What follows belongs to an exercise in optimizing a design on an open flow for small area; a production flow would make more cautious choices. Only simulation tests tie the RTL to the original design; equivalence was not proved.

==> run C: inputs <==
## top
module top #(
    parameter WIDTH = 32
) (
    input logic clk, rst,
    output logic [31:0] imem_addr,
    input logic [31:0] imem_rdata,
    output logic [31:0] dmem_addr,
    output logic [31:0] dmem_wdata,
    output logic [3:0] dmem_we,
    output logic dmem_re,
    input logic [31:0] dmem_rdata,
    output logic [31:0] a0
);
export LEC_CHECK = 0
export CAP_MARGIN = 10
export CORE_MARGIN = 2
export CORE_UTILIZATION = 60
export CTS_CLUSTER_DIAMETER = 70
export CTS_CLUSTER_SIZE = 28
export SLEW_MARGIN = 10
export SYNTH_HIERARCHICAL = 1
create_clock -name core_clock -period 8.0 [get_ports {clk}]
standard.sh (not shown) runs the stock make flow with config.mk's settings and CLKGATE_MAP_FILE= SYNTH_SCRIPT=/design/flow/synth_recipe.tcl, a recipe that flattens the netlist after the stock synthesis.
==> flow/flow/run.sh <==
#!/bin/bash
# The standard layout (the standard.sh, all steps), except that the
# input and output ports are buffered with sky130_fd_sc_hd__buf_1 cells
# instead of the default clkdlybuf4s50_1. The make output goes to
# standard.log here; ORFS's per-step logs are under orfs/logs.
set -euo pipefail
export BUFFER_PORTS_ARGS="-buffer_cell sky130_fd_sc_hd__buf_1"
bash standard.sh > standard.log 2>&1
==> run R (differences from run C) <==
--- a/flow/design.v
+++ b/flow/design.v
@@ -1,30 +1,32 @@
 module g_ha (input logic a, b, output logic s, co);
 assign {co, s} = {1'b0, a} + {1'b0, b};
 endmodule
-module pc_inc (input logic [31:0] a, output logic [31:2] y);
+module pc_inc (input logic [31:0] a, output logic [31:0] y);
 logic [32:3] c;
+assign y[1:0] = a[1:0];
 g_inv u_2 (.a(a[2]), .y(y[2]));
 assign c[3] = a[2];
 for (genvar i = 3; i < 32; i++) begin : g_b
     g_ha u (.a(a[i]), .b(c[i]), .s(y[i]), .co(c[i+1]));
 end
 endmodule
 module pc_tadd (input logic [31:0] a, input logic [12:1] b, input logic sign,
-                output logic [31:1] y);
+                output logic [31:0] y);
+assign y[0] = a[0];
 logic [13:2] c;
 g_xor2 u_s1 (.a(a[1]), .b(b[1]), .y(y[1]));
 g_and2 u_c1 (.a(a[1]), .b(b[1]), .y(c[2]));
 for (genvar i = 2; i <= 12; i++) begin : g_lo
     logic p, g;
     if (i % 2 == 0) begin : g_even
         g_xor2  u_p (.a(a[i]), .b(b[i]), .y(p));
         g_and2  u_g (.a(a[i]), .b(b[i]), .y(g));
-        g_o22ai u_c (.a(a[i]), .b(b[i]), .c(c[i]), .d(g), .y(c[i+1]));
+        g_a21oi u_c (.a1(p), .a2(c[i]), .b1(g), .y(c[i+1]));
     end else begin : g_odd
         g_xnor2 u_p (.a(a[i]), .b(b[i]), .y(p));
         g_nand2 u_g (.a(a[i]), .b(b[i]), .y(g));
         g_o21ai u_c (.a1(p), .a2(c[i]), .b1(g), .y(c[i+1]));
     end
     g_xor2 u_s (.a(p), .b(c[i]), .y(y[i]));
 end
 logic [32:13] d;
@@ -64,17 +66,17 @@
 assign d = (wd & en) | (q & hold);
 endmodule
 module rf_read32 (input logic [31:0] s, x, output logic y);
 logic [10:0] p;
 for (genvar k = 0; k < 10; k++) begin : g_p
     g_ao222n u (.a(s[3*k]), .b(x[3*k]), .c(s[3*k+1]), .d(x[3*k+1]),
                 .e(s[3*k+2]), .f(x[3*k+2]), .y(p[k]));
 end
-g_ao222n u_last (.a(s[30]), .b(x[30]), .c(s[31]), .d(x[31]), .e(s[31]), .f(x[31]), .y(p[10]));
+g_ao22n u_last (.a(s[30]), .b(x[30]), .c(s[31]), .d(x[31]), .y(p[10]));
 logic [2:0] o;
 g_nand4 u_o0 (.a(p[0]), .b(p[1]), .c(p[2]), .d(p[3]), .y(o[0]));
 g_nand4 u_o1 (.a(p[4]), .b(p[5]), .c(p[6]), .d(p[7]), .y(o[1]));
 g_nand3 u_o2 (.a(p[8]), .b(p[9]), .c(p[10]), .y(o[2]));
 g_or3 u_y (.a(o[0]), .b(o[1]), .c(o[2]), .y(y));
 endmodule
 module rf_read31 (input logic [30:0] s, x, output logic y);
 logic [10:0] p;
@@ -155,34 +157,34 @@
     end
 end
 logic [4:0] cb;        
 assign cb[0] = sub;
 logic [8:0] c0;
 assign c0[0] = sub;
 for (genvar i = 0; i < 8; i++) begin : g_b0
     if (i % 2 == 0) begin : g_even
-        g_o22ai u_c (.a(a[i]), .b(bx[i]), .c(c0[i]), .d(gg[i]), .y(c0[i+1]));
+        g_a21oi u_c (.a1(pp[i]), .a2(c0[i]), .b1(gg[i]), .y(c0[i+1]));
     end else begin : g_odd
         g_o21ai u_c (.a1(pp[i]), .a2(c0[i]), .b1(gg[i]), .y(c0[i+1]));
     end
     g_xor2 u_s (.a(pp[i]), .b(c0[i]), .y(s[i]));
 end
 assign cb[1] = c0[8];
 for (genvar k = 1; k < 4; k++) begin : g_blk
     logic [8:1] z, o;      
     g_nand2 u_z1 (.a(a[8*k]), .b(bx[8*k]), .y(z[1]));
     g_nor2  u_o1 (.a(pp[8*k]), .b(gg[8*k]), .y(o[1]));
     g_xor2  u_s0 (.a(pp[8*k]), .b(cb[k]), .y(s[8*k]));
     for (genvar j = 1; j < 8; j++) begin : g_bit
         localparam int I = 8 * k + j;
         if (j < 7) begin : g_c
             if (j % 2 == 0) begin : g_even
-                g_o22ai u_cz (.a(a[I]), .b(bx[I]), .c(z[j]), .d(gg[I]), .y(z[j+1]));
-                g_o22ai u_co (.a(a[I]), .b(bx[I]), .c(o[j]), .d(gg[I]), .y(o[j+1]));
+                g_a21oi u_cz (.a1(pp[I]), .a2(z[j]), .b1(gg[I]), .y(z[j+1]));
+                g_a21oi u_co (.a1(pp[I]), .a2(o[j]), .b1(gg[I]), .y(o[j+1]));
             end else begin : g_odd
                 g_o21ai u_cz (.a1(pp[I]), .a2(z[j]), .b1(gg[I]), .y(z[j+1]));
                 g_o21ai u_co (.a1(pp[I]), .a2(o[j]), .b1(gg[I]), .y(o[j+1]));
             end
         end else begin : g_last
             g_o21ai u_cz (.a1(pp[I]), .a2(z[j]), .b1(gg[I]), .y(z[j+1]));
             g_o21ai u_co (.a1(pp[I]), .a2(o[j]), .b1(gg[I]), .y(o[j+1]));
         end
@@ -221,17 +223,17 @@
 end
 logic sxo_n, sao_n;
 g_inv u_i0 (.a(sxo), .y(sxo_n));
 g_inv u_i1 (.a(sao), .y(sao_n));
 for (genvar k = 0; k < 32; k++) begin : g_res
     if (k % 2 == 0) begin : g_even
         logic y1, y2;
         g_ao222n u1 (.a(s[k]), .b(ss), .c(pp[k]), .d(sxo), .e(gg[k]), .f(sao), .y(y1));
-        g_ao222n u2 (.a(lv[5][k]), .b(ssr), .c(lv[5][31-k]), .d(ssl), .e(lv[5][31-k]), .f(ssl), .y(y2));
+        g_a22oi  u2 (.a(lv[5][k]), .b(ssr), .c(lv[5][31-k]), .d(ssl), .y(y2));
         g_nand2  u3 (.a(y1), .b(y2), .y(r[k]));
     end else begin : g_odd
         logic t, u;
         g_o22ai  u1 (.a(pp[k]), .b(sxo_n), .c(gg[k]), .d(sao_n), .y(t));
         g_ao222n u2 (.a(s[k]), .b(ss), .c(lv[5][k]), .d(ssr), .e(lv[5][31-k]), .f(ssl), .y(u));
         g_ornot  u3 (.t(t), .u(u), .y(r[k]));
     end
 end
@@ -258,36 +260,35 @@
 logic [2:0]  f3_M;
 logic [31:0] wb_W;
 logic [4:0]  rd_W;
 logic [31:0] rf [1:31];
 logic        taken_E;
 logic [31:0] target_E;
 assign imem_addr = pc_F;
 logic [31:0] pc_inc4;
-assign pc_inc4[1:0] = pc_F[1:0];
-pc_inc u_inc (.a(pc_F), .y(pc_inc4[31:2]));
+pc_inc u_inc (.a(pc_F), .y(pc_inc4));
 always_ff @(posedge clk) begin
     if (rst) pc_F <= 32'd0;
     else     pc_F <= taken_E ? target_E : pc_inc4;
 end
 always_ff @(posedge clk) begin
-    instr_D <= {imem_rdata[31:1], imem_rdata[1] & imem_rdata[0] & ~rst};
+    instr_D <= {imem_rdata[31:1], imem_rdata[0] & ~rst};
     pc_D    <= pc_F;
     instr_E <= {instr_D[31:1], instr_D[0] & ~rst};
     pc_E    <= pc_D;
     h1_E    <= h1_D;
     l1_E    <= l1_D;
     h2_E    <= h2_D;
     l2_E    <= l2_D;
 end
 logic [3:0] h1_D, h2_D, h1_E, h2_E;
 logic [7:0] l1_D, l2_D, l1_E, l2_E;
 logic       en1_D;
-assign en1_D = !(instr_D[0] && (instr_D[6:2] == 5'b01101 || instr_D[6:2] == 5'b11011));
+assign en1_D = !(instr_D[6:0] == 7'b0110111 || instr_D[6:0] == 7'b1101111);
 always_comb begin
     for (int k = 0; k < 4; k++) begin
         h1_D[k] = instr_D[19:18] == k && en1_D;
         h2_D[k] = instr_D[24:23] == k;
     end
     for (int k = 0; k < 8; k++) begin
         l1_D[k] = instr_D[17:15] == k;
         l2_D[k] = instr_D[22:20] == k;
@@ -302,17 +303,17 @@
               l2_E[1] | l2_E[3] | l2_E[5] | l2_E[7]};
 logic [31:0] ins;
 assign ins = {instr_E[31:25], rs2, rs1, instr_E[14:0]};
 assign op  = instr_E[6:2];
 assign rd  = instr_E[11:7];
 assign f3  = instr_E[14:12];
 assign b30 = instr_E[30];
 logic v, is_r, is_i, is_ld, is_lui, is_st, is_br, is_jal, is_jalr;
-assign v       = instr_E[0];
+assign v       = instr_E[1:0] == 2'b11;
 assign is_r    = v && op == 5'b01100;
 assign is_i    = v && op == 5'b00100;
 assign is_ld   = v && op == 5'b00000;
 assign is_lui  = v && op == 5'b01101;
 assign is_st   = v && op == 5'b01000;
 assign is_br   = v && op == 5'b11000;
 assign is_jal  = v && op == 5'b11011;
 assign is_jalr = v && op == 5'b11001;
@@ -389,18 +390,17 @@
     endcase
 endfunction
 logic jump, tk0, tk1;
 assign jump = is_jal || is_jalr;
 assign tk0  = jump || (is_br && cond_f(f3, eq, 1'b0, opa[31], opb[31]));
 assign tk1  = jump || (is_br && cond_f(f3, eq, 1'b1, opa[31], opb[31]));
 g_mux2 u_taken (.s(cout), .d0(tk0), .d1(tk1), .y(taken_E));
 logic [31:0] tadd;
-assign tadd[0] = pc_E[0];
-pc_tadd u_tadd (.a(pc_E), .b(is_br ? imm_b[12:1] : 12'd2), .sign(is_br && instr_E[31]), .y(tadd[31:1]));
+pc_tadd u_tadd (.a(pc_E), .b(is_br ? imm_b[12:1] : 12'd2), .sign(is_br && instr_E[31]), .y(tadd));
 assign target_E = jump ? alu : tadd;
 always_ff @(posedge clk) begin
     res_M <= jump ? tadd : alu;
     sd_M  <= rd2;
     f3_M  <= f3;
     if (rst) begin
         rd_M <= 5'd0;
         ld_M <= 1'b0;
CTS_CLUSTER_DIAMETER = 60   (was 70)
CTS_CLUSTER_SIZE = 22   (was 28)
==> run P (differences from run C) <==
--- a/flow/design.v
+++ b/flow/design.v
@@ -1,30 +1,32 @@
 module g_ha (input logic a, b, output logic s, co);
 assign {co, s} = {1'b0, a} + {1'b0, b};
 endmodule
-module pc_inc (input logic [31:0] a, output logic [31:2] y);
+module pc_inc (input logic [31:0] a, output logic [31:0] y);
 logic [32:3] c;
+assign y[1:0] = a[1:0];
 g_inv u_2 (.a(a[2]), .y(y[2]));
 assign c[3] = a[2];
 for (genvar i = 3; i < 32; i++) begin : g_b
     g_ha u (.a(a[i]), .b(c[i]), .s(y[i]), .co(c[i+1]));
 end
 endmodule
 module pc_tadd (input logic [31:0] a, input logic [12:1] b, input logic sign,
-                output logic [31:1] y);
+                output logic [31:0] y);
+assign y[0] = a[0];
 logic [13:2] c;
 g_xor2 u_s1 (.a(a[1]), .b(b[1]), .y(y[1]));
 g_and2 u_c1 (.a(a[1]), .b(b[1]), .y(c[2]));
 for (genvar i = 2; i <= 12; i++) begin : g_lo
     logic p, g;
     if (i % 2 == 0) begin : g_even
         g_xor2  u_p (.a(a[i]), .b(b[i]), .y(p));
         g_and2  u_g (.a(a[i]), .b(b[i]), .y(g));
-        g_o22ai u_c (.a(a[i]), .b(b[i]), .c(c[i]), .d(g), .y(c[i+1]));
+        g_a21oi u_c (.a1(p), .a2(c[i]), .b1(g), .y(c[i+1]));
     end else begin : g_odd
         g_xnor2 u_p (.a(a[i]), .b(b[i]), .y(p));
         g_nand2 u_g (.a(a[i]), .b(b[i]), .y(g));
         g_o21ai u_c (.a1(p), .a2(c[i]), .b1(g), .y(c[i+1]));
     end
     g_xor2 u_s (.a(p), .b(c[i]), .y(y[i]));
 end
 logic [32:13] d;
@@ -64,17 +66,17 @@
 assign d = (wd & en) | (q & hold);
 endmodule
 module rf_read32 (input logic [31:0] s, x, output logic y);
 logic [10:0] p;
 for (genvar k = 0; k < 10; k++) begin : g_p
     g_ao222n u (.a(s[3*k]), .b(x[3*k]), .c(s[3*k+1]), .d(x[3*k+1]),
                 .e(s[3*k+2]), .f(x[3*k+2]), .y(p[k]));
 end
-g_ao222n u_last (.a(s[30]), .b(x[30]), .c(s[31]), .d(x[31]), .e(s[31]), .f(x[31]), .y(p[10]));
+g_ao22n u_last (.a(s[30]), .b(x[30]), .c(s[31]), .d(x[31]), .y(p[10]));
 logic [2:0] o;
 g_nand4 u_o0 (.a(p[0]), .b(p[1]), .c(p[2]), .d(p[3]), .y(o[0]));
 g_nand4 u_o1 (.a(p[4]), .b(p[5]), .c(p[6]), .d(p[7]), .y(o[1]));
 g_nand3 u_o2 (.a(p[8]), .b(p[9]), .c(p[10]), .y(o[2]));
 g_or3 u_y (.a(o[0]), .b(o[1]), .c(o[2]), .y(y));
 endmodule
 module rf_read31 (input logic [30:0] s, x, output logic y);
 logic [10:0] p;
@@ -155,34 +157,34 @@
     end
 end
 logic [4:0] cb;        
 assign cb[0] = sub;
 logic [8:0] c0;
 assign c0[0] = sub;
 for (genvar i = 0; i < 8; i++) begin : g_b0
     if (i % 2 == 0) begin : g_even
-        g_o22ai u_c (.a(a[i]), .b(bx[i]), .c(c0[i]), .d(gg[i]), .y(c0[i+1]));
+        g_a21oi u_c (.a1(pp[i]), .a2(c0[i]), .b1(gg[i]), .y(c0[i+1]));
     end else begin : g_odd
         g_o21ai u_c (.a1(pp[i]), .a2(c0[i]), .b1(gg[i]), .y(c0[i+1]));
     end
     g_xor2 u_s (.a(pp[i]), .b(c0[i]), .y(s[i]));
 end
 assign cb[1] = c0[8];
 for (genvar k = 1; k < 4; k++) begin : g_blk
     logic [8:1] z, o;      
     g_nand2 u_z1 (.a(a[8*k]), .b(bx[8*k]), .y(z[1]));
     g_nor2  u_o1 (.a(pp[8*k]), .b(gg[8*k]), .y(o[1]));
     g_xor2  u_s0 (.a(pp[8*k]), .b(cb[k]), .y(s[8*k]));
     for (genvar j = 1; j < 8; j++) begin : g_bit
         localparam int I = 8 * k + j;
         if (j < 7) begin : g_c
             if (j % 2 == 0) begin : g_even
-                g_o22ai u_cz (.a(a[I]), .b(bx[I]), .c(z[j]), .d(gg[I]), .y(z[j+1]));
-                g_o22ai u_co (.a(a[I]), .b(bx[I]), .c(o[j]), .d(gg[I]), .y(o[j+1]));
+                g_a21oi u_cz (.a1(pp[I]), .a2(z[j]), .b1(gg[I]), .y(z[j+1]));
+                g_a21oi u_co (.a1(pp[I]), .a2(o[j]), .b1(gg[I]), .y(o[j+1]));
             end else begin : g_odd
                 g_o21ai u_cz (.a1(pp[I]), .a2(z[j]), .b1(gg[I]), .y(z[j+1]));
                 g_o21ai u_co (.a1(pp[I]), .a2(o[j]), .b1(gg[I]), .y(o[j+1]));
             end
         end else begin : g_last
             g_o21ai u_cz (.a1(pp[I]), .a2(z[j]), .b1(gg[I]), .y(z[j+1]));
             g_o21ai u_co (.a1(pp[I]), .a2(o[j]), .b1(gg[I]), .y(o[j+1]));
         end
@@ -221,17 +223,17 @@
 end
 logic sxo_n, sao_n;
 g_inv u_i0 (.a(sxo), .y(sxo_n));
 g_inv u_i1 (.a(sao), .y(sao_n));
 for (genvar k = 0; k < 32; k++) begin : g_res
     if (k % 2 == 0) begin : g_even
         logic y1, y2;
         g_ao222n u1 (.a(s[k]), .b(ss), .c(pp[k]), .d(sxo), .e(gg[k]), .f(sao), .y(y1));
-        g_ao222n u2 (.a(lv[5][k]), .b(ssr), .c(lv[5][31-k]), .d(ssl), .e(lv[5][31-k]), .f(ssl), .y(y2));
+        g_a22oi  u2 (.a(lv[5][k]), .b(ssr), .c(lv[5][31-k]), .d(ssl), .y(y2));
         g_nand2  u3 (.a(y1), .b(y2), .y(r[k]));
     end else begin : g_odd
         logic t, u;
         g_o22ai  u1 (.a(pp[k]), .b(sxo_n), .c(gg[k]), .d(sao_n), .y(t));
         g_ao222n u2 (.a(s[k]), .b(ss), .c(lv[5][k]), .d(ssr), .e(lv[5][31-k]), .f(ssl), .y(u));
         g_ornot  u3 (.t(t), .u(u), .y(r[k]));
     end
 end
@@ -258,36 +260,35 @@
 logic [2:0]  f3_M;
 logic [31:0] wb_W;
 logic [4:0]  rd_W;
 logic [31:0] rf [1:31];
 logic        taken_E;
 logic [31:0] target_E;
 assign imem_addr = pc_F;
 logic [31:0] pc_inc4;
-assign pc_inc4[1:0] = pc_F[1:0];
-pc_inc u_inc (.a(pc_F), .y(pc_inc4[31:2]));
+pc_inc u_inc (.a(pc_F), .y(pc_inc4));
 always_ff @(posedge clk) begin
     if (rst) pc_F <= 32'd0;
     else     pc_F <= taken_E ? target_E : pc_inc4;
 end
 always_ff @(posedge clk) begin
-    instr_D <= {imem_rdata[31:1], imem_rdata[1] & imem_rdata[0] & ~rst};
+    instr_D <= {imem_rdata[31:1], imem_rdata[0] & ~rst};
     pc_D    <= pc_F;
     instr_E <= {instr_D[31:1], instr_D[0] & ~rst};
     pc_E    <= pc_D;
     h1_E    <= h1_D;
     l1_E    <= l1_D;
     h2_E    <= h2_D;
     l2_E    <= l2_D;
 end
 logic [3:0] h1_D, h2_D, h1_E, h2_E;
 logic [7:0] l1_D, l2_D, l1_E, l2_E;
 logic       en1_D;
-assign en1_D = !(instr_D[0] && (instr_D[6:2] == 5'b01101 || instr_D[6:2] == 5'b11011));
+assign en1_D = !(instr_D[6:0] == 7'b0110111 || instr_D[6:0] == 7'b1101111);
 always_comb begin
     for (int k = 0; k < 4; k++) begin
         h1_D[k] = instr_D[19:18] == k && en1_D;
         h2_D[k] = instr_D[24:23] == k;
     end
     for (int k = 0; k < 8; k++) begin
         l1_D[k] = instr_D[17:15] == k;
         l2_D[k] = instr_D[22:20] == k;
@@ -302,17 +303,17 @@
               l2_E[1] | l2_E[3] | l2_E[5] | l2_E[7]};
 logic [31:0] ins;
 assign ins = {instr_E[31:25], rs2, rs1, instr_E[14:0]};
 assign op  = instr_E[6:2];
 assign rd  = instr_E[11:7];
 assign f3  = instr_E[14:12];
 assign b30 = instr_E[30];
 logic v, is_r, is_i, is_ld, is_lui, is_st, is_br, is_jal, is_jalr;
-assign v       = instr_E[0];
+assign v       = instr_E[1:0] == 2'b11;
 assign is_r    = v && op == 5'b01100;
 assign is_i    = v && op == 5'b00100;
 assign is_ld   = v && op == 5'b00000;
 assign is_lui  = v && op == 5'b01101;
 assign is_st   = v && op == 5'b01000;
 assign is_br   = v && op == 5'b11000;
 assign is_jal  = v && op == 5'b11011;
 assign is_jalr = v && op == 5'b11001;
@@ -389,18 +390,17 @@
     endcase
 endfunction
 logic jump, tk0, tk1;
 assign jump = is_jal || is_jalr;
 assign tk0  = jump || (is_br && cond_f(f3, eq, 1'b0, opa[31], opb[31]));
 assign tk1  = jump || (is_br && cond_f(f3, eq, 1'b1, opa[31], opb[31]));
 g_mux2 u_taken (.s(cout), .d0(tk0), .d1(tk1), .y(taken_E));
 logic [31:0] tadd;
-assign tadd[0] = pc_E[0];
-pc_tadd u_tadd (.a(pc_E), .b(is_br ? imm_b[12:1] : 12'd2), .sign(is_br && instr_E[31]), .y(tadd[31:1]));
+pc_tadd u_tadd (.a(pc_E), .b(is_br ? imm_b[12:1] : 12'd2), .sign(is_br && instr_E[31]), .y(tadd));
 assign target_E = jump ? alu : tadd;
 always_ff @(posedge clk) begin
     res_M <= jump ? tadd : alu;
     sd_M  <= rd2;
     f3_M  <= f3;
     if (rst) begin
         rd_M <= 5'd0;
         ld_M <= 1'b0;
==> flow/run.sh (new file) <==
#!/bin/bash
# synth_recipe.tcl (not shown) runs the flow's synth.tcl, then flattens the netlist and writes it again
# the make line also repeats each setting of config.mk as NAME=value (left out here)
make -C /OpenROAD-flow-scripts/flow DESIGN_CONFIG=/design/flow/config.mk WORK_HOME=/design/flow/orfs CLKGATE_MAP_FILE= SYNTH_SCRIPT=/design/flow/synth_recipe.tcl finish
CTS_CLUSTER_DIAMETER = 60   (was 70)
CTS_CLUSTER_SIZE = 22   (was 28)
removed: flow/flow/run.sh
removed: flow/standard.sh
==> impl_metrics.tcl <==
set metrics [dict create \
    grt_use_met2_pct 67.6 \
    grtUsageMet3_pct 13.9 \
    insertion_delay_ns 0.73 \
    skew_ns 0.0402 \
    setup.worst_path.start "instr_E[4]" \
    status "finished clean" \
    leakage_nw 21.4 \
]
# the run above: run R

==> impl_metrics.tcl <==
set metrics [dict create \
    status "complete, but fails checks" \
    so_faults "slew limit" \
    setup.worst_path.start "h2_E[1]" \
    insertion_delay_ns 0.75 \
    skew_ns 0.0583 \
    grt_use_met2_pct 74.0 \
    finalMaxSlewViolations 1 \
]
# the run above: run C

==> impl_metrics.tcl <==
set metrics [dict create \
    leakage_nw 21.7 \
    grtUsageMet3_pct 14.8 \
    status "finished clean" \
    insertion_delay_ns 0.71 \
    grt_use_met2_pct 69.2 \
    setup.worst_path.start "h2_E[3]" \
    skew_ns 0.0287 \
]
# the run above: run P

[what the ideal ports hide]
How much do the figures lean on ideal ports? The routed layouts below were timed once more, with nothing changed but the port constraints.
Step 1, drivers: a clkbuf_16 drives clk and a buf_2 each remaining input, both assumed.
Step 2 adds t to the input delays and takes it off the output delays; t is the mean of the earliest and latest rising clock arrival at the registers after step 1. Input paths then give back, and output paths get back, about the clock's delay inside the block.
Three values: no drivers, after step 1, after step 2; two values: the first two.
| run | shift t [ns] | slack for setup (ns) | hold WS [ns] | worst setup path at the end | clock arrival spread, ns |
|---|---|---|---|---|---|
| run C | 0.801 | 0.343 / 0.343 / 0.343 | 0.332 / 0.332 / 0.332 | register to register | 0.059 / 0.058 |
| run R | 0.791 | 0.786 / 0.786 / 0.786 | 0.327 / 0.327 / 0.327 | register to register | 0.041 / 0.040 |
| run P | 0.778 | 0.698 / 0.698 / 0.698 | 0.315 / 0.315 / 0.315 | register to register | 0.038 / 0.038 |
